This is an optimization exercise on Yosys and OpenROAD, whose aim is small area, not a production implementation.
The RTL was checked by simulation tests, not by an equivalence proof against the original design. The flow treats the clock pin as an ideal source, which a real chip does not have.

==> flow/design.v, too long to show whole: its modules and the start of the top module <==
// module sort_pipe: 1507 lines
// module hyp_2_0: 5 lines
// module dec_2_0: 11 lines
// module clamp_8_2_01: 7 lines
// module hyp_2_1: 5 lines
// module dec_2_1: 11 lines
// module clamp_6_2_10: 7 lines
// module clamp_4_2_01: 7 lines
// module maj49: 94 lines
// module fa3: 3 lines
// module ha2: 3 lines
module sort_pipe(
     input clk,
     input  [7:0] x_0, x_1, x_2, x_3, x_4, x_5, x_6, x_7, x_8, x_9, x_10, x_11, x_12, x_13, x_14, x_15, x_16, x_17, x_18, x_19, x_20, x_21, x_22, x_23, x_24, x_25, x_26, x_27, x_28, x_29, x_30, x_31, x_32, x_33, x_34, x_35, x_36, x_37, x_38, x_39, x_40, x_41, x_42, x_43, x_44, x_45, x_46, x_47, x_48,
     output [7:0] median
);
  // ...
==> flow/flow/run.sh <==
#!/bin/bash
# The standard layout (standard.sh), with the port buffers made of the
# smallest buffer cell and a clock tree without dummy loads.
set -euo pipefail
export BUFFER_PORTS_ARGS="-buffer_cell sky130_fd_sc_hd__buf_1"
export CTS_ARGS="-sink_clustering_enable -repair_clock_nets -dont_use_dummy_load"
bash standard.sh > standard_flow.log 2>&1
==> flow/standard.sh <==
#!/bin/bash
# synth_recipe.tcl (not shown) runs the flow's synth.tcl, then flattens the netlist and writes it again
# the make line also repeats each setting of config.mk as NAME=value (left out here)
make -C /OpenROAD-flow-scripts/flow DESIGN_CONFIG=/design/flow/config.mk WORK_HOME=/design/flow/orfs CLKGATE_MAP_FILE= SYNTH_SCRIPT=/design/flow/synth_recipe.tcl "${@:-finish}"
==> flow/config.mk <==
export PLATFORM = sky130hd
export DESIGN_NAME = sort_pipe
export DESIGN_NICKNAME = sort_pipe
export VERILOG_FILES = /design/flow/design.v
export SDC_FILE = /design/flow/constraint.sdc
export NUM_CORES = 4
export LEC_CHECK = 0
export CAP_MARGIN = 20
export CORE_MARGIN = 2
export CORE_UTILIZATION = 60
export SLEW_MARGIN = 20
export SYNTH_HIERARCHICAL = 1
==> flow/constraint.sdc <==
create_clock -name core_clock -period 6.0 [get_ports {clk}]
set_input_delay 1.2000 -clock core_clock [delete_from_list [all_inputs] [get_ports {clk}]]
set_output_delay 1.2000 -clock core_clock [all_outputs]
set_load 0.01 [all_outputs]
==> flow_summary.html, run 1 <==
<table>
<tr><th>Metric</th><th>Value</th></tr>
<tr><th colspan="2">Layout</th></tr>
<tr><td>Utilization after layout</td><td>0.715</td></tr>
<tr><td>Top cell class by occupied area</td><td>multi-input combinational cells</td></tr>
<tr><td>Final design instance area without fill</td><td>48000 um2</td></tr>
<tr><td>Combined area of the multi-input logic cells</td><td>21600 um2</td></tr>
<tr><td>Sequential portion of the cell area</td><td>0.377</td></tr>
<tr><td>Number of inserted filler cells in the final layout</td><td>around 5000</td></tr>
<tr><td>Layout buffering overhead excluding clock cells</td><td>0.0768</td></tr>
<tr><th colspan="2">GRT</th></tr>
<tr><td>Met3 usage in global routing</td><td>0.0689</td></tr>
<tr><td>Antenna violations before repair</td><td>1</td></tr>
<tr><td>Number of global-route vias before repair</td><td>roughly 29000</td></tr>
<tr><td>Total routing resource utilization after global routing</td><td>0.351</td></tr>
<tr><td>Overflow left after global routing</td><td>0</td></tr>
<tr><th colspan="2">Clock tree</th></tr>
<tr><td>CTS sink count</td><td>around 900</td></tr>
<tr><td>Post-CTS Repair Setup Buffers</td><td>0</td></tr>
<tr><td>Clock Pin Slew Worst Setup and Hold Paths</td><td>0.06 ns</td></tr>
<tr><td>Clock insertion delay at the later pin of the skew report</td><td>0.66 ns</td></tr>
<tr><td>TritonCTS Buffers</td><td>89</td></tr>
<tr><th colspan="2">Timing</th></tr>
<tr><td>Time the worst path needs with I/O delays and setup</td><td>5.86 ns</td></tr>
<tr><td>RSZ-0062 raised after global routing</td><td>no</td></tr>
<tr><td>Final slew viol count</td><td>0</td></tr>
<tr><td>Sum of negative setup slack</td><td>0 ns</td></tr>
<tr><td>Number of endpoints failing setup at the final stage</td><td>0</td></tr>
<tr><td>Final Hold Fails</td><td>0</td></tr>
<tr><th colspan="2">Placement</th></tr>
<tr><td>Last weighted congestion value of the routability-driven placer</td><td>1.01</td></tr>
<tr><td>Number of buffer cells added on primary ports</td><td>400</td></tr>
<tr><th colspan="2">Run</th></tr>
<tr><td>Max-Cap Viols</td><td>0</td></tr>
<tr><th colspan="2">Floorplanning</th></tr>
<tr><td>Site row count</td><td>95</td></tr>
<tr><td>Die Area</td><td>69800 um2</td></tr>
<tr><td>Tapcells inserted</td><td>873</td></tr>
<tr><th colspan="2">Worst setup path</th></tr>
<tr><td>Reg2reg path depth</td><td>15</td></tr>
<tr><td>Max stage delay on crit path</td><td>a little over 0.6 ns</td></tr>
<tr><td>Biggest fanout along the worst timing path</td><td>14</td></tr>
<tr><td>Startpoint of the most critical setup path</td><td>x_8[7]</td></tr>
<tr><td>Destination of the worst register-to-register timing path</td><td>s1_v43[3]</td></tr>
<tr><td>Most used cell along the critical path</td><td>fa_1</td></tr>
<tr><th colspan="2">Status</th></tr>
<tr><td>Result of the run</td><td>timing/DRC/antenna clean</td></tr>
<tr><th colspan="2">Drt</th></tr>
<tr><td>Routed WL</td><td>around 120000 um</td></tr>
<tr><th colspan="2">Synthesis</th></tr>
<tr><td>Mean area per synthesized cell</td><td>around 11 um2</td></tr>
</table>
==> module hyp_2_0, before the edit <==
module hyp_2_0(input [1:0] ai, output [1:0] f);
  wire [1:0] a = ai;
  assign f[0] = ~(a[1] | a[0]);
  assign f[1] = ~(a[1] & a[0]);
endmodule
==> module dec_2_0, before the edit <==
module dec_2_0(input [3:1] ti, output [0:0] dl, output [3:0] h);
  wire [3:1] t = ti ^ 3'b101;
  wire [1:0] d;
  assign d[1] = t[2];
  assign d[0] = (d[1:1] == 1'd0) ? t[1] : t[3];
  assign dl = d[0:0];
  assign h[0] = (d == 2'd0);
  assign h[1] = (d == 2'd1);
  assign h[2] = (d == 2'd2);
  assign h[3] = (d == 2'd3);
endmodule
==> module clamp_8_2_01, before the edit <==
module clamp_8_2_01(input [5:0] vi, input [2:0] ei, input [3:0] h, output [5:0] o);
  wire [2:0] e = ei ^ 3'b101;
  wire [5:0] v = vi;
  wire ge = h[0] | (h[1] & e[0]) | (h[2] & e[1]) | (h[3] & e[2]);
  wire gt = (h[0] & e[0]) | (h[1] & e[1]) | (h[2] & e[2]);
  assign o = ~({6{gt}} | (v & {6{ge}}));
endmodule
==> module dec_2_1, before the edit <==
module dec_2_1(input [3:1] ti, output [0:0] dl, output [3:0] h);
  wire [3:1] t = ti ^ 3'b010;
  wire [1:0] d;
  assign d[1] = t[2];
  assign d[0] = (d[1:1] == 1'd0) ? t[1] : t[3];
  assign dl = d[0:0];
  assign h[0] = (d == 2'd0);
  assign h[1] = (d == 2'd1);
  assign h[2] = (d == 2'd2);
  assign h[3] = (d == 2'd3);
endmodule
==> module clamp_4_2_01, before the edit <==
module clamp_4_2_01(input [1:0] vi, input [2:0] ei, input [3:0] h, output [1:0] o);
  wire [2:0] e = ei ^ 3'b101;
  wire [1:0] v = vi;
  wire ge = h[0] | (h[1] & e[0]) | (h[2] & e[1]) | (h[3] & e[2]);
  wire gt = (h[0] & e[0]) | (h[1] & e[1]) | (h[2] & e[2]);
  assign o = ~({2{gt}} | (v & {2{ge}}));
endmodule
==> run 2: changes to the inputs <==
--- a/flow/design.v
+++ b/flow/design.v
@@ -1507,22 +1507,19 @@
 endmodule
 module hyp_2_0(input [1:0] ai, output [1:0] f);
   wire [1:0] a = ai;
-  assign f[0] = ~(a[1] | a[0]);
-  assign f[1] = ~(a[1] & a[0]);
+  assign f[0] = (a[1] | a[0]);
+  assign f[1] = (a[1] & a[0]);
 endmodule
 module dec_2_0(input [3:1] ti, output [0:0] dl, output [3:0] h);
-  wire [3:1] t = ti ^ 3'b101;
-  wire [1:0] d;
-  assign d[1] = t[2];
-  assign d[0] = (d[1:1] == 1'd0) ? t[1] : t[3];
-  assign dl = d[0:0];
-  assign h[0] = (d == 2'd0);
-  assign h[1] = (d == 2'd1);
-  assign h[2] = (d == 2'd2);
-  assign h[3] = (d == 2'd3);
+  wire [3:1] t = ti ^ 3'b000;
+  assign h[0] = ~t[1];
+  assign h[3] = t[3];
+  assign h[1] = t[1] & ~t[2];
+  assign h[2] = t[2] & ~t[3];
+  assign dl[0] = h[1] | h[3];
 endmodule
 module clamp_8_2_01(input [5:0] vi, input [2:0] ei, input [3:0] h, output [5:0] o);
-  wire [2:0] e = ei ^ 3'b101;
+  wire [2:0] e = ei ^ 3'b000;
   wire [5:0] v = vi;
   wire ge = h[0] | (h[1] & e[0]) | (h[2] & e[1]) | (h[3] & e[2]);
   wire gt = (h[0] & e[0]) | (h[1] & e[1]) | (h[2] & e[2]);
@@ -1535,14 +1532,11 @@
 endmodule
 module dec_2_1(input [3:1] ti, output [0:0] dl, output [3:0] h);
   wire [3:1] t = ti ^ 3'b010;
-  wire [1:0] d;
-  assign d[1] = t[2];
-  assign d[0] = (d[1:1] == 1'd0) ? t[1] : t[3];
-  assign dl = d[0:0];
-  assign h[0] = (d == 2'd0);
-  assign h[1] = (d == 2'd1);
-  assign h[2] = (d == 2'd2);
-  assign h[3] = (d == 2'd3);
+  assign h[0] = ~t[1];
+  assign h[3] = t[3];
+  assign h[1] = t[1] & ~t[2];
+  assign h[2] = t[2] & ~t[3];
+  assign dl[0] = h[1] | h[3];
 endmodule
 module clamp_6_2_10(input [3:0] vi, input [2:0] ei, input [3:0] h, output [3:0] o);
   wire [2:0] e = ei ^ 3'b010;
@@ -1552,7 +1546,7 @@
   assign o = ({4{gt}} | (v & {4{ge}}));
 endmodule
 module clamp_4_2_01(input [1:0] vi, input [2:0] ei, input [3:0] h, output [1:0] o);
-  wire [2:0] e = ei ^ 3'b101;
+  wire [2:0] e = ei ^ 3'b000;
   wire [1:0] v = vi;
   wire ge = h[0] | (h[1] & e[0]) | (h[2] & e[1]) | (h[3] & e[2]);
   wire gt = (h[0] & e[0]) | (h[1] & e[1]) | (h[2] & e[2]);
--- a/flow/config.mk
+++ b/flow/config.mk
@@ -8,5 +8,7 @@
 export CAP_MARGIN = 20
 export CORE_MARGIN = 2
 export CORE_UTILIZATION = 60
+export GPL_TIMING_DRIVEN = 0
+export SETUP_SLACK_MARGIN = 0.1
 export SLEW_MARGIN = 20
 export SYNTH_HIERARCHICAL = 1
==> flow_summary.html, run 2 <==
<table>
<tr><th>Metric</th><th>Value</th></tr>
<tr><th colspan="2">GRT</th></tr>
<tr><td>Pin count of the biggest net entering global routing</td><td>72</td></tr>
<tr><td>Overflow left after global routing</td><td>0 (unchanged)</td></tr>
<tr><td>Number of global-route vias before repair</td><td>29792 (+1.4%)</td></tr>
<tr><td>Antenna violations before repair</td><td>4 (+3)</td></tr>
<tr><td>Wire length of the first global-routing pass</td><td>approximately 180000 um</td></tr>
<tr><td>Total routing resource utilization after global routing</td><td>0.363 (+0.0122)</td></tr>
<tr><th colspan="2">Floorplanning</th></tr>
<tr><td>Die width</td><td>261 um</td></tr>
<tr><td>Top Ports</td><td>401</td></tr>
<tr><td>Die span in y</td><td>261 um</td></tr>
<tr><td>Site row count</td><td>94 (-1.1%)</td></tr>
<tr><td>Initial Util</td><td>0.605</td></tr>
<tr><td>Die Area</td><td>68100 um2 (-2.4%)</td></tr>
<tr><td>Core footprint</td><td>65500 um2</td></tr>
<tr><th colspan="2">Run</th></tr>
<tr><td>Max-Cap Viols</td><td>0 (unchanged)</td></tr>
<tr><th colspan="2">Layout</th></tr>
<tr><td>Share of post-route cells with drive strength above 1</td><td>0.119</td></tr>
<tr><td>Combined area of the multi-input logic cells</td><td>21100 um2 (-2.3%)</td></tr>
<tr><td>Final nets</td><td>just under 5000</td></tr>
<tr><td>Most common library cell in the layout ignoring fill and taps</td><td>dfxtp_1</td></tr>
<tr><td>Top library cells by usage in the layout, fill and taps aside</td><td>dfxtp_1, a21oi_1, fa_1, buf_1, nand2_1</td></tr>
<tr><td>Final cell count without fillers</td><td>a little under 5000</td></tr>
<tr><td>Number of inserted filler cells in the final layout</td><td>4769 (-4.6%)</td></tr>
<tr><td>Utilization after layout</td><td>0.687 (-0.0280)</td></tr>
<tr><td>Area growth from synthesis to layout</td><td>13.7%</td></tr>
<tr><td>Area taken by flip-flops and latches</td><td>18100 um2</td></tr>
<tr><th colspan="2">Worst setup path</th></tr>
<tr><td>Reg2reg path depth</td><td>15 (unchanged)</td></tr>
<tr><td>End point of the critical path</td><td>s1_v36[0]</td></tr>
<tr><td>Category of the most critical setup path</td><td>reg2reg</td></tr>
<tr><td>Startpoint of the most critical setup path</td><td>s0_v29[5]</td></tr>
<tr><td>Critical path arrival</td><td>around 6.3 ns</td></tr>
<tr><td>Biggest fanout along the worst timing path</td><td>27 (+13)</td></tr>
<tr><td>Startpoint of the worst-slack reg-to-reg timing path</td><td>s0_v29[5]</td></tr>
<tr><td>Nature of the critical path endpoint</td><td>flop</td></tr>
<tr><td>Minimum setup slack among reg-to-reg paths</td><td>roughly 0.17 ns</td></tr>
<tr><td>Destination of the worst register-to-register timing path</td><td>s1_v36[0]</td></tr>
<tr><td>Critical path data required time</td><td>approximately 6.5 ns</td></tr>
<tr><td>Startpoint type of the worst setup path</td><td>flop</td></tr>
<tr><th colspan="2">Drt</th></tr>
<tr><td>Residual DRC count</td><td>0</td></tr>
<tr><td>Violation count after the first detailed-routing iteration</td><td>3496</td></tr>
<tr><td>Detailed-router iteration count before antenna repair</td><td>8</td></tr>
<tr><td>Final routed wire length divided by cell count</td><td>around 26 um</td></tr>
<tr><td>Remaining number of nets flagged by the antenna check after routing</td><td>0</td></tr>
<tr><td>Average via count per standard cell</td><td>6.10</td></tr>
<tr><td>Via count of the routed design</td><td>29337</td></tr>
<tr><td>Routed WL</td><td>124000 um (+1.4%)</td></tr>
<tr><th colspan="2">Clock tree</th></tr>
<tr><td>TritonCTS Buffers</td><td>82 (-7.9%)</td></tr>
<tr><td>TritonCTS clock tree</td><td>built</td></tr>
<tr><td>H-Tree Level Count</td><td>3</td></tr>
<tr><td>Maximum clock path buffer count</td><td>3</td></tr>
<tr><td>Clock Pin Slew Worst Setup and Hold Paths</td><td>0.06 ns (about the same)</td></tr>
<tr><td>CTS sink count</td><td>904 (unchanged)</td></tr>
<tr><td>Clock insertion delay at the later pin of the skew report</td><td>0.63 ns (-0.03 ns)</td></tr>
<tr><td>CTS root buf</td><td>clkbuf_16</td></tr>
<tr><td>Number of buffers inserted for hold repair after clock tree synthesis</td><td>0</td></tr>
<tr><th colspan="2">Synthesis</th></tr>
<tr><td>Synth Net Count</td><td>4339</td></tr>
<tr><td>Syn. warnings</td><td>7</td></tr>
<tr><td>Mapped cell area</td><td>39600 um2</td></tr>
<tr><td>Syn Inst Count</td><td>3418</td></tr>
<tr><td>Mean area per synthesized cell</td><td>11.6 um2 (+3.2%)</td></tr>
<tr><th colspan="2">Timing</th></tr>
<tr><td>Time the worst path needs with I/O delays and setup</td><td>5.83 ns (-0.0289 ns)</td></tr>
<tr><td>Worst clock skew on the final layout</td><td>0.0527 ns</td></tr>
<tr><td>Final slew viol count</td><td>0 (unchanged)</td></tr>
<tr><td>Final critical-path share of the clock period</td><td>0.972</td></tr>
<tr><td>Number of endpoints failing setup at the final stage</td><td>0 (unchanged)</td></tr>
<tr><td>Max-slew headroom at the worst pin</td><td>0.464</td></tr>
<tr><td>Worst-Margin Slew</td><td>0.801 ns</td></tr>
<tr><td>RSZ-0062 raised after global routing</td><td>yes</td></tr>
<tr><td>Achievable frequency</td><td>172 MHz</td></tr>
<tr><td>Sum of negative setup slack</td><td>0 ns (unchanged)</td></tr>
<tr><td>Final Hold Fails</td><td>0 (unchanged)</td></tr>
<tr><th colspan="2">Placement</th></tr>
<tr><td>Estimated wirelength of the detail-placed design</td><td>98800 um</td></tr>
<tr><td>DP Cell Count</td><td>4702</td></tr>
<tr><td>Last weighted congestion value of the routability-driven placer</td><td>0.990 (-2.2%)</td></tr>
<tr><td>Number of buffer cells added on primary ports</td><td>400 (unchanged)</td></tr>
<tr><th colspan="2">Status</th></tr>
<tr><td>Result of the run</td><td>timing/DRC/antenna clean</td></tr>
<tr><th colspan="2">Min path</th></tr>
<tr><td>Source of the worst hold timing path</td><td>dly5[6]</td></tr>
<tr><td>Class of the most critical hold timing path</td><td>reg2reg</td></tr>
</table>
-- run 2: per-layer routing --
metal,global-route usage,part of all wire,vias to the layer above
met1,0.485,0.40,14260
met5,0,0.00012,-
met2,0.573,0.46,1799
met4,0.183,0.057,2
met3,0.0670,0.088,362
li1,-,-,12914
-- run 2: critical path: stages, from the launching register on --
cell and delay [ns]:
dfxtp_1 0.39, nor2_1 0.32, fa_1 0.52, fa_1 0.58, fa_1 0.46, fa_1 0.46
fa_1 0.43, fa_1 0.57, o22ai_1 0.10, a21oi_1 0.14, o22a_1 0.28, nor2_4 0.15
buf_12 0.21, buf_12 0.18, a222oi_1 0.65, o21ai_1 0.24
-- run 2: worst min-delay path by stage --
stage | endpoint | cells past startpoint
floorplan | dly10[0] | 0
global placement | s2_m[5] | 0
detailed placement | dly14[6] | 0
CTS | dly6[6] | 0
global route | dly6[6] | 0
finish | dly6[6] | 0
-- run 2: final cells by class --
| cell class | count | share of cell area |
|---|---|---|
| clock buffers | 82 | 0.0456 |
| diodes | 2 | 0.000111 |
| flip-flops and latches | 904 | 0.402 |
| inverters | 150 | 0.0127 |
| plain buffers | 3 | 0.000667 |
| repair buffers | 437 | 0.0468 |
| well taps | 864 | 0.0240 |
| multi-input cells | 2364 | 0.468 |
-- run 2: per-stage QoR --
step	worst slack (ns)	instance area, um2	hold slack, ns
floorplan	-0.561	39700	0.310
global placement	-1.92	42300	0.311
detailed placement	-0.735	42800	0.312
CTS	0.132	44900	0.286
global route	0.00420	45000	0.293
finish	0.169	45000	0.291
-- run 2: what timing repair did --
item	4_1_cts	5_1_grt
buffers inserted	6	11
cloned	2	1
endpoints found under the setup margin	212	345
pin swaps	1	9
resized for setup	1	15
==> run 3: changes to the inputs <==
==> flow/flow/run.sh (replaced) <==
#!/bin/bash
# The standard layout (standard.sh), with the port buffers made of the
# smallest buffer cell and a clock tree without dummy loads.
set -euo pipefail
export BUFFER_PORTS_ARGS="-buffer_cell sky130_fd_sc_hd__buf_1"
export CTS_ARGS="-sink_clustering_enable -repair_clock_nets -dont_use_dummy_load -sink_clustering_size 30 -sink_clustering_max_diameter 100"
bash standard.sh > standard_flow.log 2>&1
==> flow_summary.html, run 3 <==
<table>
<tr><th>Metric</th><th>Value</th></tr>
<tr><th colspan="2">Floorplanning</th></tr>
<tr><td>Top Ports</td><td>401 (unchanged)</td></tr>
<tr><td>Initial Util</td><td>0.605 (unchanged)</td></tr>
<tr><td>Site row count</td><td>94 (unchanged)</td></tr>
<tr><td>Core footprint</td><td>65500 um2 (unchanged)</td></tr>
<tr><td>Die width</td><td>261 um (unchanged)</td></tr>
<tr><td>Die span in y</td><td>261 um (unchanged)</td></tr>
<tr><td>Die Area</td><td>68100 um2 (unchanged)</td></tr>
<tr><th colspan="2">Synthesis</th></tr>
<tr><td>Syn Inst Count</td><td>3418 (unchanged)</td></tr>
<tr><td>Mean area per synthesized cell</td><td>11.6 um2 (unchanged)</td></tr>
<tr><td>Syn. warnings</td><td>7 (unchanged)</td></tr>
<tr><td>Mapped cell area</td><td>39600 um2 (unchanged)</td></tr>
<tr><td>Synth Net Count</td><td>4339 (unchanged)</td></tr>
<tr><th colspan="2">GRT</th></tr>
<tr><td>Overflow left after global routing</td><td>0 (unchanged)</td></tr>
<tr><td>Pin count of the biggest net entering global routing</td><td>72 (unchanged)</td></tr>
<tr><td>Wire length of the first global-routing pass</td><td>176000 um (-2.2%)</td></tr>
<tr><td>Total routing resource utilization after global routing</td><td>0.355 (-0.00784)</td></tr>
<tr><td>Number of global-route vias before repair</td><td>29144 (-2.2%)</td></tr>
<tr><td>Antenna violations before repair</td><td>3 (-1)</td></tr>
<tr><th colspan="2">Worst setup path</th></tr>
<tr><td>Category of the most critical setup path</td><td>in2reg</td></tr>
<tr><td>Startpoint of the worst-slack reg-to-reg timing path</td><td>s0_v26[5]</td></tr>
<tr><td>Startpoint of the most critical setup path</td><td>x_21[7]</td></tr>
<tr><td>Top Family by Delay on Critical Path</td><td>adder cells</td></tr>
<tr><td>Biggest fanout along the worst timing path</td><td>49 (+81%)</td></tr>
<tr><td>Crit path buffers/inverters</td><td>2 (unchanged)</td></tr>
<tr><td>Crit path max-delay cell type</td><td>fa_1</td></tr>
<tr><td>Critical path arrival</td><td>6.31 ns (+0.03 ns)</td></tr>
<tr><td>End point of the critical path</td><td>s0_v26[3]</td></tr>
<tr><td>Startpoint type of the worst setup path</td><td>primary input</td></tr>
<tr><td>Max stage delay on crit path</td><td>0.57 ns (-0.08 ns)</td></tr>
<tr><td>Reg2reg path depth</td><td>14 (-1)</td></tr>
<tr><td>Minimum setup slack among reg-to-reg paths</td><td>0.17 ns (about the same)</td></tr>
<tr><td>Nature of the critical path endpoint</td><td>flop</td></tr>
<tr><td>Critical path data required time</td><td>6.47 ns (+0.02 ns)</td></tr>
<tr><td>Destination of the worst register-to-register timing path</td><td>s1_v9[0]</td></tr>
<tr><td>Number of cells on the critical path</td><td>15 (unchanged)</td></tr>
<tr><td>Most used cell along the critical path</td><td>fa_1</td></tr>
<tr><td>Ordered cell list for the critical path</td><td>buf_1, and2_2, fa_1, fa_1, fa_1, fa_1, fa_1, fa_1, a22oi_1, o21ai_1, o22a_2, buf_6, a22oi_2, nand2_2, a21oi_1</td></tr>
<tr><th colspan="2">Clock tree</th></tr>
<tr><td>Clock Pin Slew Worst Setup and Hold Paths</td><td>0.11 ns (+0.05 ns)</td></tr>
<tr><td>Clock insertion delay at the later pin of the skew report</td><td>0.60 ns (-0.03 ns)</td></tr>
<tr><td>TritonCTS clock tree</td><td>built</td></tr>
<tr><td>H-Tree Level Count</td><td>2 (-1)</td></tr>
<tr><td>CTS sink count</td><td>904 (unchanged)</td></tr>
<tr><td>CTS root buf</td><td>clkbuf_16</td></tr>
<tr><td>TritonCTS Buffers</td><td>36 (-56%)</td></tr>
<tr><td>Maximum clock path buffer count</td><td>3 (unchanged)</td></tr>
<tr><th colspan="2">Drt</th></tr>
<tr><td>Final routed wire length divided by cell count</td><td>25.5 um (-1.2%)</td></tr>
<tr><td>Remaining number of nets flagged by the antenna check after routing</td><td>0 (unchanged)</td></tr>
<tr><td>Detailed-router iteration count before antenna repair</td><td>9 (+1)</td></tr>
<tr><td>Average via count per standard cell</td><td>6.07 (-0.60%)</td></tr>
<tr><td>Routed WL</td><td>122000 um (-2.1%)</td></tr>
<tr><td>Via count of the routed design</td><td>28911 (-1.5%)</td></tr>
<tr><td>Residual DRC count</td><td>0 (unchanged)</td></tr>
<tr><td>Violation count after the first detailed-routing iteration</td><td>3394 (-2.9%)</td></tr>
<tr><th colspan="2">Timing</th></tr>
<tr><td>Time the worst path needs with I/O delays and setup</td><td>5.84 ns (+0.00732 ns)</td></tr>
<tr><td>Achievable frequency</td><td>171 MHz (-0.13%)</td></tr>
<tr><td>Worst setup slack after layout</td><td>0.162 ns (-0.00732 ns)</td></tr>
<tr><td>Final slew viol count</td><td>0 (unchanged)</td></tr>
<tr><td>Max-slew headroom at the worst pin</td><td>0.446 (-0.0172)</td></tr>
<tr><td>Number of endpoints failing setup at the final stage</td><td>0 (unchanged)</td></tr>
<tr><td>Worst-Margin Slew</td><td>0.827 ns (+0.0257 ns)</td></tr>
<tr><td>Final Hold Fails</td><td>0 (unchanged)</td></tr>
<tr><td>RSZ-0062 raised after global routing</td><td>yes</td></tr>
<tr><td>Final critical-path share of the clock period</td><td>0.973 (+0.00122)</td></tr>
<tr><td>Worst clock skew on the final layout</td><td>0.0481 ns (-0.00454 ns)</td></tr>
<tr><th colspan="2">Min path</th></tr>
<tr><td>Class of the most critical hold timing path</td><td>reg2reg</td></tr>
<tr><th colspan="2">Placement</th></tr>
<tr><td>Estimated wirelength of the detail-placed design</td><td>98800 um (unchanged)</td></tr>
<tr><td>Number of buffer cells added on primary ports</td><td>400 (unchanged)</td></tr>
<tr><td>Last weighted congestion value of the routability-driven placer</td><td>0.990 (unchanged)</td></tr>
<tr><td>Pre-CTS setup slack</td><td>-0.735 ns (unchanged)</td></tr>
<tr><th colspan="2">Run</th></tr>
<tr><td>Max-Cap Viols</td><td>0 (unchanged)</td></tr>
<tr><th colspan="2">Layout</th></tr>
<tr><td>Area growth from synthesis to layout</td><td>10.9%</td></tr>
<tr><td>Top library cells by usage in the layout, fill and taps aside</td><td>dfxtp_1, a21oi_1, fa_1, buf_1, nand2_1</td></tr>
<tr><td>Final nets</td><td>4822 (-0.84%)</td></tr>
<tr><td>Most common library cell in the layout ignoring fill and taps</td><td>dfxtp_1</td></tr>
<tr><td>Share of post-route cells with drive strength above 1</td><td>0.110 (-0.00901)</td></tr>
<tr><th colspan="2">Status</th></tr>
<tr><td>Result of the run</td><td>timing/DRC/antenna clean</td></tr>
</table>
## run 3: metrics by stage
| stage | cells | util | area, um2 | setup TNS (ns) | hold WS (ns) |
|---|---|---|---|---|---|
| after floorplan | 3418 | - | 39700 | -162.12 | 0.310 |
| after global placement | 4682 | 0.646 | 42300 | -822.65 | 0.311 |
| after detailed placement | 4702 | 0.653 | 42800 | -165.86 | 0.312 |
| after CTS | 4746 | 0.668 | 43700 | 0 | 0.322 |
| after global routing | 4763 | 0.670 | 43900 | 0 | 0.335 |
| final | 4765 | 0.670 | 43900 | 0 | 0.322 |
## run 3: layout make-up
cell class                 count  area, um2
fill                        4921      21600
multi-input combinational   2364      21100
sequential                   904      18100
timing repair buffer         442       2150
tap                          864       1080
clock buffer                  36        901
inverter                     150        572
buffer                         3       30.0
antenna                        2       5.00
## run 3: worst register-to-register path: stages (launching register included)
cell,delay [ns]
dfxtp_1,0.51
nand2_2,0.16
fa_1,0.62
fa_1,0.48
fa_1,0.50
fa_1,0.46
fa_1,0.43
fa_1,0.56
o22ai_1,0.09
a21oi_1,0.13
o22a_1,0.26
clkinvlp_4,0.27
buf_12,0.26
a222oi_1,0.65
o21ai_1,0.30
## run 3: worst min path at each step
stage,start,end,slack [ns],depth (start not counted)
after floorplan,dly9[0],dly10[0],0.31,0
after global placement,s1_m[3],s2_m[5],0.31,0
after detailed placement,dly13[6],dly14[6],0.31,0
after CTS,s2_m[3],s3_m[5],0.32,0
after global routing,dly2[2],dly3[2],0.34,0
final,s2_m[3],s3_m[5],0.32,0
## run 3: metal layers
metal	GRT usage	share of wire	vias up
met5	0	0.00011	-
met4	0.170	0.059	2
met3	0.0672	0.086	348
met2	0.557	0.45	1711
met1	0.480	0.40	14018
li1	-	-	12832
## run 3: timing repair
item / CTS / global route
endpoints found under the setup margin: 216 / 417
hold buffers: 0 / 0
gates resized for setup: 1 / 14
setup buffers: 6 / 16
pin swaps: 1 / 13
cloned: 2 / 1
==> module maj49, before the edit <==
module maj49(input [48:0] in, output out);
  wire w1, w2;
  wire w3, w4;
  wire w5, w6;
  wire w7, w8;
  wire w9, w10;
  wire w11, w12;
  wire w13, w14;
  wire w15, w16;
  wire w17, w18;
  wire w19, w20;
  wire w21, w22;
  wire w23, w24;
  wire w25, w26;
  wire w27, w28;
  wire w29, w30;
  wire w31, w32;
  wire w33, w34;
  wire w35, w36;
  wire w37, w38;
  wire w39, w40;
  wire w41, w42;
  wire w43, w44;
  wire w45, w46;
  wire w47, w48;
  wire w49, w50;
  wire w51, w52;
  wire w53, w54;
  wire w55, w56;
  wire w57, w58;
  wire w59, w60;
  wire w61, w62;
  wire w63, w64;
  wire w65, w66;
  wire w67, w68;
  wire w69, w70;
  wire w71, w72;
  wire w73, w74;
  wire w75, w76;
  wire w77, w78;
  wire w79, w80;
  wire w81, w82;
  wire w83, w84;
  wire w85, w86;
  wire w87, w88;
  assign w1 = ~(in[0] ^ in[1]);
  assign w2 = in[0] | in[1];
  fa3 fw3 (.a(in[2]), .b(in[3]), .c(in[4]), .s(w3), .co(w4));
  fa3 fw5 (.a(in[5]), .b(in[6]), .c(in[7]), .s(w5), .co(w6));
  fa3 fw7 (.a(in[8]), .b(in[9]), .c(in[10]), .s(w7), .co(w8));
  fa3 fw9 (.a(in[11]), .b(in[12]), .c(in[13]), .s(w9), .co(w10));
  fa3 fw11 (.a(in[14]), .b(in[15]), .c(in[16]), .s(w11), .co(w12));
  fa3 fw13 (.a(in[17]), .b(in[18]), .c(in[19]), .s(w13), .co(w14));
  fa3 fw15 (.a(in[20]), .b(in[21]), .c(in[22]), .s(w15), .co(w16));
  fa3 fw17 (.a(in[23]), .b(in[24]), .c(in[25]), .s(w17), .co(w18));
  fa3 fw19 (.a(in[26]), .b(in[27]), .c(in[28]), .s(w19), .co(w20));
  fa3 fw21 (.a(in[29]), .b(in[30]), .c(in[31]), .s(w21), .co(w22));
  fa3 fw23 (.a(in[32]), .b(in[33]), .c(in[34]), .s(w23), .co(w24));
  fa3 fw25 (.a(in[35]), .b(in[36]), .c(in[37]), .s(w25), .co(w26));
  fa3 fw27 (.a(in[38]), .b(in[39]), .c(in[40]), .s(w27), .co(w28));
  fa3 fw29 (.a(in[41]), .b(in[42]), .c(in[43]), .s(w29), .co(w30));
  fa3 fw31 (.a(in[44]), .b(in[45]), .c(in[46]), .s(w31), .co(w32));
  fa3 fw33 (.a(in[47]), .b(in[48]), .c(w1), .s(w33), .co(w34));
  fa3 fw35 (.a(w3), .b(w5), .c(w7), .s(w35), .co(w36));
  fa3 fw37 (.a(w9), .b(w11), .c(w13), .s(w37), .co(w38));
  fa3 fw39 (.a(w15), .b(w17), .c(w19), .s(w39), .co(w40));
  fa3 fw41 (.a(w21), .b(w23), .c(w25), .s(w41), .co(w42));
  fa3 fw43 (.a(w27), .b(w29), .c(w31), .s(w43), .co(w44));
  fa3 fw45 (.a(w33), .b(w35), .c(w37), .s(w45), .co(w46));
  fa3 fw47 (.a(w39), .b(w41), .c(w43), .s(w47), .co(w48));
  assign w49 = ~(w2 ^ w4);
  assign w50 = w2 | w4;
  fa3 fw51 (.a(w6), .b(w8), .c(w10), .s(w51), .co(w52));
  fa3 fw53 (.a(w12), .b(w14), .c(w16), .s(w53), .co(w54));
  fa3 fw55 (.a(w18), .b(w20), .c(w22), .s(w55), .co(w56));
  fa3 fw57 (.a(w24), .b(w26), .c(w28), .s(w57), .co(w58));
  fa3 fw59 (.a(w30), .b(w32), .c(w34), .s(w59), .co(w60));
  fa3 fw61 (.a(w49), .b(w36), .c(w38), .s(w61), .co(w62));
  fa3 fw63 (.a(w40), .b(w42), .c(w44), .s(w63), .co(w64));
  fa3 fw65 (.a(w51), .b(w53), .c(w55), .s(w65), .co(w66));
  fa3 fw67 (.a(w57), .b(w59), .c(w46), .s(w67), .co(w68));
  fa3 fw69 (.a(w48), .b(w61), .c(w63), .s(w69), .co(w70));
  ha2 hw71 (.a(w65), .b(w67), .s(w71), .co(w72));
  assign w73 = ~(w50 ^ w52);
  assign w74 = w50 | w52;
  fa3 fw75 (.a(w54), .b(w56), .c(w58), .s(w75), .co(w76));
  fa3 fw77 (.a(w60), .b(w73), .c(w62), .s(w77), .co(w78));
  fa3 fw79 (.a(w64), .b(w66), .c(w75), .s(w79), .co(w80));
  fa3 fw81 (.a(w68), .b(w70), .c(w77), .s(w81), .co(w82));
  ha2 hw83 (.a(w79), .b(w72), .s(w83), .co(w84));
  fa3 fw85 (.a(w74), .b(w76), .c(w78), .s(w85), .co(w86));
  fa3 fw87 (.a(w80), .b(w82), .c(w85), .s(w87), .co(w88));
  assign out = ((w45 & w47) & (w69 | w71) & (w81 | w83) & (w84 | w87) & (w86 | w88)) | ((w69 & w71) & (w81 | w83) & (w84 | w87) & (w86 | w88)) | ((w81 & w83) & (w84 | w87) & (w86 | w88)) | ((w84 & w87) & (w86 | w88)) | ((w86 & w88));
endmodule
==> run 4: changes to the inputs <==
--- a/flow/design.v
+++ b/flow/design.v
@@ -1597,8 +1597,8 @@
   wire w83, w84;
   wire w85, w86;
   wire w87, w88;
-  assign w1 = ~(in[0] ^ in[1]);
-  assign w2 = in[0] | in[1];
+  xnor2m xw1 (.a(in[0]), .b(in[1]), .y(w1));
+  or2m ow1 (.a(in[0]), .b(in[1]), .y(w2));
   fa3 fw3 (.a(in[2]), .b(in[3]), .c(in[4]), .s(w3), .co(w4));
   fa3 fw5 (.a(in[5]), .b(in[6]), .c(in[7]), .s(w5), .co(w6));
   fa3 fw7 (.a(in[8]), .b(in[9]), .c(in[10]), .s(w7), .co(w8));
@@ -1622,8 +1622,8 @@
   fa3 fw43 (.a(w27), .b(w29), .c(w31), .s(w43), .co(w44));
   fa3 fw45 (.a(w33), .b(w35), .c(w37), .s(w45), .co(w46));
   fa3 fw47 (.a(w39), .b(w41), .c(w43), .s(w47), .co(w48));
-  assign w49 = ~(w2 ^ w4);
-  assign w50 = w2 | w4;
+  xnor2m xw49 (.a(w2), .b(w4), .y(w49));
+  or2m ow49 (.a(w2), .b(w4), .y(w50));
   fa3 fw51 (.a(w6), .b(w8), .c(w10), .s(w51), .co(w52));
   fa3 fw53 (.a(w12), .b(w14), .c(w16), .s(w53), .co(w54));
   fa3 fw55 (.a(w18), .b(w20), .c(w22), .s(w55), .co(w56));
@@ -1635,8 +1635,8 @@
   fa3 fw67 (.a(w57), .b(w59), .c(w46), .s(w67), .co(w68));
   fa3 fw69 (.a(w48), .b(w61), .c(w63), .s(w69), .co(w70));
   ha2 hw71 (.a(w65), .b(w67), .s(w71), .co(w72));
-  assign w73 = ~(w50 ^ w52);
-  assign w74 = w50 | w52;
+  xnor2m xw73 (.a(w50), .b(w52), .y(w73));
+  or2m ow73 (.a(w50), .b(w52), .y(w74));
   fa3 fw75 (.a(w54), .b(w56), .c(w58), .s(w75), .co(w76));
   fa3 fw77 (.a(w60), .b(w73), .c(w62), .s(w77), .co(w78));
   fa3 fw79 (.a(w64), .b(w66), .c(w75), .s(w79), .co(w80));
@@ -1649,6 +1649,12 @@
 module fa3(input a, input b, input c, output s, output co);
   assign {co, s} = a + b + c;
 endmodule
+module xnor2m(input a, input b, output y);
+  assign y = ~(a ^ b);
+endmodule
+module or2m(input a, input b, output y);
+  assign y = a | b;
+endmodule
 module ha2(input a, input b, output s, output co);
   assign {co, s} = a + b;
 endmodule
==> flow_summary.html, run 4 <==
<table>
<tr><th>Metric</th><th>Value</th></tr>
<tr><th colspan="2">Timing</th></tr>
<tr><td>Number of endpoints failing setup at the final stage</td><td>0 (unchanged)</td></tr>
<tr><td>Max-slew headroom at the worst pin</td><td>0.497 (+0.0502)</td></tr>
<tr><td>Worst setup slack after layout</td><td>0.194 ns (+0.0318 ns)</td></tr>
<tr><td>RSZ-0062 raised after global routing</td><td>yes</td></tr>
<tr><td>Time the worst path needs with I/O delays and setup</td><td>5.81 ns (-0.0318 ns)</td></tr>
<tr><td>Achievable frequency</td><td>172 MHz (+0.55%)</td></tr>
<tr><td>Final critical-path share of the clock period</td><td>0.968 (-0.00529)</td></tr>
<tr><td>Hold slack</td><td>0.289 ns (-0.0328 ns)</td></tr>
<tr><td>Worst-Margin Slew</td><td>0.755 ns (-0.0716 ns)</td></tr>
<tr><td>Final slew viol count</td><td>0 (unchanged)</td></tr>
<tr><td>Sum of negative setup slack</td><td>0 ns (unchanged)</td></tr>
<tr><td>Final Hold Fails</td><td>0 (unchanged)</td></tr>
<tr><td>Worst clock skew on the final layout</td><td>0.0474 ns (-0.000763 ns)</td></tr>
<tr><th colspan="2">Floorplanning</th></tr>
<tr><td>Site row count</td><td>93 (-1.1%)</td></tr>
<tr><td>Core footprint</td><td>64700 um2 (-1.2%)</td></tr>
<tr><td>Die width</td><td>260 um (-0.34%)</td></tr>
<tr><td>Initial Util</td><td>0.608 (+0.00342)</td></tr>
<tr><td>Top Ports</td><td>401 (unchanged)</td></tr>
<tr><td>Die span in y</td><td>260 um (-0.34%)</td></tr>
<tr><td>Die Area</td><td>67600 um2 (-0.67%)</td></tr>
<tr><th colspan="2">Min path</th></tr>
<tr><td>Class of the most critical hold timing path</td><td>reg2reg</td></tr>
<tr><th colspan="2">Drt</th></tr>
<tr><td>Routed WL</td><td>123000 um (+1.6%)</td></tr>
<tr><td>Uppermost layer routed</td><td>met4</td></tr>
<tr><td>Length of routed met3 wiring</td><td>11000 um (+5.5%)</td></tr>
<tr><td>Post-route met1 wirelength</td><td>48800 um (-0.69%)</td></tr>
<tr><td>Violation count after the first detailed-routing iteration</td><td>3798 (+12%)</td></tr>
<tr><td>Residual DRC count</td><td>0 (unchanged)</td></tr>
<tr><td>Average via count per standard cell</td><td>6.17 (+1.7%)</td></tr>
<tr><td>Detailed-routed wire length on met2</td><td>57000 um (+4.0%)</td></tr>
<tr><td>Via count of the routed design</td><td>29037 (+0.44%)</td></tr>
<tr><td>Final routed wire length divided by cell count</td><td>26.2 um (+2.9%)</td></tr>
<tr><td>Remaining number of nets flagged by the antenna check after routing</td><td>0 (unchanged)</td></tr>
<tr><td>Detailed-router iteration count before antenna repair</td><td>8 (-1)</td></tr>
<tr><th colspan="2">GRT</th></tr>
<tr><td>Antenna violations before repair</td><td>0 (-3)</td></tr>
<tr><td>Total routing resource utilization after global routing</td><td>0.364 (+0.00822)</td></tr>
<tr><td>Number of global-route vias before repair</td><td>29642 (+1.7%)</td></tr>
<tr><td>Wire length of the first global-routing pass</td><td>180000 um (+2.0%)</td></tr>
<tr><td>Overflow left after global routing</td><td>0 (unchanged)</td></tr>
<tr><td>Pin count of the biggest net entering global routing</td><td>71 (-1.4%)</td></tr>
<tr><th colspan="2">Status</th></tr>
<tr><td>Result of the run</td><td>timing/DRC/antenna clean</td></tr>
<tr><th colspan="2">Synthesis</th></tr>
<tr><td>Mean area per synthesized cell</td><td>11.7 um2 (+1.1%)</td></tr>
<tr><td>Synth Net Count</td><td>4243 (-2.2%)</td></tr>
<tr><td>Syn Inst Count</td><td>3358 (-1.8%)</td></tr>
<tr><td>Mapped cell area</td><td>39300 um2 (-0.68%)</td></tr>
<tr><td>Syn. warnings</td><td>7 (unchanged)</td></tr>
<tr><th colspan="2">Layout</th></tr>
<tr><td>Top library cells by usage in the layout, fill and taps aside</td><td>dfxtp_1, a21oi_1, fa_1, buf_1, nand2_1</td></tr>
<tr><td>Most common library cell in the layout ignoring fill and taps</td><td>dfxtp_1</td></tr>
<tr><td>N_diodes</td><td>0 (-2)</td></tr>
<tr><td>Area growth from synthesis to layout</td><td>11.4%</td></tr>
<tr><td>Final design instance area without fill</td><td>43800 um2 (-0.24%)</td></tr>
<tr><td>Share of post-route cells with drive strength above 1</td><td>0.115 (+0.00581)</td></tr>
<tr><td>Final nets</td><td>4737 (-1.8%)</td></tr>
<tr><td>Utilization after layout</td><td>0.677 (+0.00677)</td></tr>
<tr><td>Number of inserted filler cells in the final layout</td><td>4813 (-2.2%)</td></tr>
<tr><td>Final cell count without fillers</td><td>4705 (-1.3%)</td></tr>
<tr><th colspan="2">Clock tree</th></tr>
<tr><td>H-Tree Level Count</td><td>2 (unchanged)</td></tr>
<tr><td>CTS root buf</td><td>clkbuf_16</td></tr>
<tr><td>Clock Pin Slew Worst Setup and Hold Paths</td><td>0.12 ns (about the same)</td></tr>
<tr><td>TritonCTS clock tree</td><td>built</td></tr>
<tr><td>CTS sink count</td><td>904 (unchanged)</td></tr>
<tr><td>TritonCTS Buffers</td><td>36 (unchanged)</td></tr>
<tr><td>Maximum clock path buffer count</td><td>3 (unchanged)</td></tr>
<tr><td>Clock insertion delay at the later pin of the skew report</td><td>0.60 ns (about the same)</td></tr>
<tr><th colspan="2">Worst setup path</th></tr>
<tr><td>Biggest fanout along the worst timing path</td><td>24 (-51%)</td></tr>
<tr><td>Critical path data required time</td><td>6.40 ns (-0.07 ns)</td></tr>
<tr><td>Category of the most critical setup path</td><td>reg2reg</td></tr>
<tr><td>Critical path arrival</td><td>6.20 ns (-0.11 ns)</td></tr>
<tr><td>Nature of the critical path endpoint</td><td>flop</td></tr>
<tr><td>Startpoint type of the worst setup path</td><td>flop</td></tr>
<tr><th colspan="2">Placement</th></tr>
<tr><td>DP Cell Count</td><td>4636 (-1.4%)</td></tr>
<tr><td>Cell Area, Placed</td><td>42600 um2 (-0.48%)</td></tr>
<tr><td>Last weighted congestion value of the routability-driven placer</td><td>1.01 (+2.2%)</td></tr>
<tr><td>Estimated wirelength of the detail-placed design</td><td>99300 um (+0.45%)</td></tr>
<tr><td>Number of buffer cells added on primary ports</td><td>400 (unchanged)</td></tr>
<tr><td>Pre-CTS setup slack</td><td>-0.775 ns (-0.0402 ns)</td></tr>
<tr><th colspan="2">Run</th></tr>
<tr><td>Max-Cap Viols</td><td>0 (unchanged)</td></tr>
</table>
[run 4: metal layers]
| metal | vias to the layer above | GRT usage |
|---|---|---|
| li1 | 12713 | - |
| met1 | 14341 | 0.487 |
| met2 | 1673 | 0.574 |
| met3 | 310 | 0.0732 |
| met4 | 0 | 0.167 |
| met5 | - | 0 |
[run 4: cell type report]
type | count | area (um2) | area share
Clock buffer | 36 | 901 | 0.0206
Sequential cell | 904 | 18100 | 0.413
Tap cell | 855 | 1070 | 0.0244
Timing Repair Buffer | 453 | 2290 | 0.0522
Buffer | 3 | 35.0 | 0.000800
Multi-Input combinational cell | 2400 | 21200 | 0.484
Inverter | 54 | 211 | 0.00483
[run 4: final timing paths]
kind / start / to / slack (ns) / depth (start not counted)
worst max register to register: s0_v27[5] / s1_v37[3] / 0.19 / 15
worst min register to register: s1_m[0] / s2_m[2] / 0.29 / 0
worst min-delay path: s1_m[0] / s2_m[2] / 0.29 / 0
worst max-delay path: s0_v27[5] / s1_v37[3] / 0.19 / 15
[run 4: what timing repair did]
item                                    in CTS  in global routing
gates cloned                                 2                  1
hold buffers                                 0                  0
buffers inserted                            10                 20
endpoints found under the setup margin     259                330
pin swaps                                    7                 22
resized for setup                            4                 21
[run 4: critical path, cell delays in order (launching register included)]
cell	delay, ns
dfxtp_1	0.43
nand2_1	0.14
fa_1	0.63
fa_1	0.48
fa_1	0.48
fa_1	0.45
fa_1	0.44
fa_1	0.57
o22ai_1	0.09
a21oi_1	0.14
o22a_2	0.27
clkinvlp_4	0.21
buf_16	0.22
buf_16	0.17
a222oi_1	0.53
o21ai_1	0.30
==> run 5: changes to the inputs <==
==> flow/flow/run.sh (replaced) <==
#!/bin/bash
# The standard layout (standard.sh), with the port buffers made of the
# smallest buffer cell and a clock tree without dummy loads.
set -euo pipefail
export BUFFER_PORTS_ARGS="-buffer_cell sky130_fd_sc_hd__buf_1"
export CTS_ARGS="-sink_clustering_enable -repair_clock_nets -dont_use_dummy_load -sink_clustering_size 30 -sink_clustering_max_diameter 60"
bash standard.sh > standard_flow.log 2>&1
==> flow_summary.html, run 5 <==
<table>
<tr><th>Metric</th><th>Value</th></tr>
<tr><th colspan="2">Drt</th></tr>
<tr><td>Average via count per standard cell</td><td>6.16 (-0.21%)</td></tr>
<tr><td>Detailed-router iteration count before antenna repair</td><td>9 (+1)</td></tr>
<tr><td>Residual DRC count</td><td>0 (unchanged)</td></tr>
<tr><td>Routed WL</td><td>123000 um (-0.20%)</td></tr>
<tr><td>Violation count after the first detailed-routing iteration</td><td>3632 (-4.4%)</td></tr>
<tr><td>Remaining number of nets flagged by the antenna check after routing</td><td>0 (unchanged)</td></tr>
<tr><td>Via count of the routed design</td><td>29026 (-0.038%)</td></tr>
<tr><td>Final routed wire length divided by cell count</td><td>26.1 um (-0.37%)</td></tr>
<tr><th colspan="2">Timing</th></tr>
<tr><td>Max-slew headroom at the worst pin</td><td>0.413 (-0.0838)</td></tr>
<tr><td>Final slew viol count</td><td>0 (unchanged)</td></tr>
<tr><td>Worst setup slack after layout</td><td>0.222 ns (+0.0283 ns)</td></tr>
<tr><td>Worst clock skew on the final layout</td><td>0.0582 ns (+0.0108 ns)</td></tr>
<tr><td>RSZ-0062 raised after global routing</td><td>yes</td></tr>
<tr><td>Final critical-path share of the clock period</td><td>0.963 (-0.00471)</td></tr>
<tr><td>Number of endpoints failing setup at the final stage</td><td>0 (unchanged)</td></tr>
<tr><td>Final Hold Fails</td><td>0 (unchanged)</td></tr>
<tr><td>Achievable frequency</td><td>173 MHz (+0.49%)</td></tr>
<tr><td>Worst-Margin Slew</td><td>0.881 ns (+0.126 ns)</td></tr>
<tr><td>Time the worst path needs with I/O delays and setup</td><td>5.78 ns (-0.0283 ns)</td></tr>
<tr><th colspan="2">Worst setup path</th></tr>
<tr><td>Nature of the critical path endpoint</td><td>flop</td></tr>
<tr><td>Ordered cell list for the critical path</td><td>buf_1, and2_2, fa_1, fa_1, fa_2, fa_1, fa_1, fa_1, o22ai_1, a21oi_1, o22a_2, nor2b_4, buf_8, buf_16, a22oi_1, nand2_2, a21oi_1</td></tr>
<tr><td>Most used cell along the critical path</td><td>fa_1</td></tr>
<tr><td>Crit path buffers/inverters</td><td>3 (unchanged)</td></tr>
<tr><td>Top Family by Delay on Critical Path</td><td>adder cells</td></tr>
<tr><td>Category of the most critical setup path</td><td>in2reg</td></tr>
<tr><td>Startpoint type of the worst setup path</td><td>primary input</td></tr>
<tr><td>Critical path data required time</td><td>6.47 ns (+0.07 ns)</td></tr>
<tr><td>Max stage delay on crit path</td><td>0.57 ns (-0.06 ns)</td></tr>
<tr><td>Biggest fanout along the worst timing path</td><td>26 (+8.3%)</td></tr>
<tr><td>Crit path max-delay cell type</td><td>fa_1</td></tr>
<tr><td>Critical path arrival</td><td>6.24 ns (+0.04 ns)</td></tr>
<tr><th colspan="2">Clock tree</th></tr>
<tr><td>Clock insertion delay at the later pin of the skew report</td><td>0.61 ns (about the same)</td></tr>
<tr><td>CTS root buf</td><td>clkbuf_16</td></tr>
<tr><td>TritonCTS Buffers</td><td>45 (+25%)</td></tr>
<tr><td>Maximum clock path buffer count</td><td>3 (unchanged)</td></tr>
<tr><td>CTS sink count</td><td>904 (unchanged)</td></tr>
<tr><td>H-Tree Level Count</td><td>2 (unchanged)</td></tr>
<tr><td>Clock Pin Slew Worst Setup and Hold Paths</td><td>0.10 ns (-0.02 ns)</td></tr>
<tr><td>TritonCTS clock tree</td><td>built</td></tr>
<tr><td>Number of buffers inserted for hold repair after clock tree synthesis</td><td>0 (unchanged)</td></tr>
<tr><th colspan="2">GRT</th></tr>
<tr><td>Total routing resource utilization after global routing</td><td>0.363 (-0.000746)</td></tr>
<tr><td>Wire length of the first global-routing pass</td><td>180000 um (-0.25%)</td></tr>
<tr><td>Antenna violations before repair</td><td>1 (+1)</td></tr>
<tr><td>Pin count of the biggest net entering global routing</td><td>71 (unchanged)</td></tr>
<tr><td>Overflow left after global routing</td><td>0 (unchanged)</td></tr>
<tr><td>Number of global-route vias before repair</td><td>29812 (+0.57%)</td></tr>
<tr><th colspan="2">Layout</th></tr>
<tr><td>Number of inserted filler cells in the final layout</td><td>4768 (-0.93%)</td></tr>
<tr><td>Utilization after layout</td><td>0.681 (+0.00331)</td></tr>
<tr><td>Most common library cell in the layout ignoring fill and taps</td><td>dfxtp_1</td></tr>
<tr><td>Final design instance area without fill</td><td>44000 um2 (+0.49%)</td></tr>
<tr><td>N_diodes</td><td>0 (unchanged)</td></tr>
<tr><td>Share of post-route cells with drive strength above 1</td><td>0.117 (+0.00209)</td></tr>
<tr><td>Area growth from synthesis to layout</td><td>11.9%</td></tr>
<tr><td>Final nets</td><td>4745 (+0.17%)</td></tr>
<tr><td>Top library cells by usage in the layout, fill and taps aside</td><td>dfxtp_1, a21oi_1, fa_1, buf_1, nand2_1</td></tr>
<tr><th colspan="2">Synthesis</th></tr>
<tr><td>Mapped cell area</td><td>39300 um2 (unchanged)</td></tr>
<tr><td>Syn. warnings</td><td>7 (unchanged)</td></tr>
<tr><td>Mean area per synthesized cell</td><td>11.7 um2 (unchanged)</td></tr>
<tr><td>Synth Net Count</td><td>4243 (unchanged)</td></tr>
<tr><td>Syn Inst Count</td><td>3358 (unchanged)</td></tr>
<tr><th colspan="2">Floorplanning</th></tr>
<tr><td>Die Area</td><td>67600 um2 (unchanged)</td></tr>
<tr><td>Top Ports</td><td>401 (unchanged)</td></tr>
<tr><td>Die width</td><td>260 um (unchanged)</td></tr>
<tr><td>Core footprint</td><td>64700 um2 (unchanged)</td></tr>
<tr><td>Site row count</td><td>93 (unchanged)</td></tr>
<tr><td>Initial Util</td><td>0.608 (unchanged)</td></tr>
<tr><td>Die span in y</td><td>260 um (unchanged)</td></tr>
<tr><th colspan="2">Min path</th></tr>
<tr><td>Class of the most critical hold timing path</td><td>reg2reg</td></tr>
<tr><th colspan="2">Placement</th></tr>
<tr><td>Number of buffer cells added on primary ports</td><td>400 (unchanged)</td></tr>
<tr><td>Cell Area, Placed</td><td>42600 um2 (unchanged)</td></tr>
<tr><td>Last weighted congestion value of the routability-driven placer</td><td>1.01 (unchanged)</td></tr>
<tr><td>Estimated wirelength of the detail-placed design</td><td>99300 um (unchanged)</td></tr>
<tr><td>Pre-CTS setup slack</td><td>-0.775 ns (unchanged)</td></tr>
<tr><th colspan="2">Run</th></tr>
<tr><td>Max-Cap Viols</td><td>0 (unchanged)</td></tr>
<tr><th colspan="2">Status</th></tr>
<tr><td>Result of the run</td><td>timing/DRC/antenna clean</td></tr>
</table>
-- run 5: path summary, 6_finish.rpt --
kind	start	endpoint	slack, ns	depth (start not counted)
max reg2reg	s0_v5[5]	s1_v14[1]	0.25	15
min reg2reg	s2_m[3]	s3_m[5]	0.28	0
min	s2_m[3]	s3_m[5]	0.28	0
max	x_11[7]	s0_v3[2]	0.22	17
-- run 5: layer usage --
layer  track usage  routed length [um]
met1         0.487               48600
met4         0.177                7080
met5             0                   0
met2         0.569               56700
met3        0.0712               10800
-- run 5: layout make-up --
type,count,area (um2),share of cell area
Buffer,3,42.5,0.000966
Clock buffer,45,1130,0.0256
Inverter,54,211,0.00480
Multi-Input combinational cell,2400,21200,0.482
Sequential cell,904,18100,0.411
Tap cell,855,1070,0.0243
Timing Repair Buffer,452,2270,0.0515
-- run 5: repair_timing --
item                       4_1_cts  5_1_grt
gates resized for setup          4       23
cloned                           2        1
pin swaps                        7       24
setup endpoints to repair      254      306
setup buffers                   10       19
hold endpoints to repair         0        0
-- run 5: per-stage QoR --
| step | hold WS, ns | TNS [ns] | instances |
|---|---|---|---|
| 6_report | 0.283 | 0 | 4713 |
| 5_1_grt | 0.282 | 0 | 4713 |
| 4_1_cts | 0.286 | 0 | 4693 |
| 3_5_place_dp | 0.312 | -160.24 | 4636 |
| 3_3_place_gp | 0.311 | -834.02 | 4613 |
| 2_1_floorplan | 0.310 | -162.12 | 3358 |
-- run 5: worst register-to-register path, stage by stage, from the launching register on --
cell        delay (ns)
dfxtp_1           0.44
nand2_1           0.16
fa_1              0.65
fa_1              0.51
fa_1              0.46
fa_1              0.41
fa_1              0.46
fa_1              0.56
o22ai_1           0.09
a21oi_1           0.14
o22a_2            0.27
clkinvlp_4        0.22
buf_16            0.22
buf_12            0.18
a222oi_1          0.60
o21ai_1           0.22

-- port drivers added, routing unchanged --
The results above use ideal ports. As a check the final layouts listed here were re-extracted and re-timed, cells and wires unchanged. Step 1 sets driving cells, clkbuf_16 on the clock port and buf_2 on the other inputs (assumed; they add their load-dependent delay and slew). Step 2, shift: input delay + t, output delay - t, t = (earliest + latest rising clock arrival at the registers) / 2. This alone moves slack from input paths to output paths. Slacks: ideal ports / drivers / drivers and shift; pairs: ideal ports / drivers.
run	shift t [ns]	setup WS [ns]	worst hold slack (ns)	slew at the worst register clock pin (ns)	worst slew at a driven data input, ns
run 1	0.683	0.140 / 0.188 / -0.495	0.305 / 0.305 / 0.305	0.07 / 0.07	0.07
run 2	0.681	0.169 / 0.169 / -0.409	0.291 / 0.291 / 0.291	0.07 / 0.07	0.05
run 3	0.654	0.162 / 0.169 / -0.446	0.322 / 0.322 / 0.322	0.11 / 0.11	0.06
run 4	0.649	0.194 / 0.194 / -0.403	0.289 / 0.289 / 0.289	0.12 / 0.12	0.07
run 5	0.655	0.222 / 0.247 / -0.404	0.283 / 0.283 / 0.283	0.11 / 0.11	0.07
Met with ideal ports but missed after step 2: setup timing in every run listed. For run 1, which loses most, drivers alone change the setup slack by +0.048 ns; drivers and shift together by -0.635 ns.
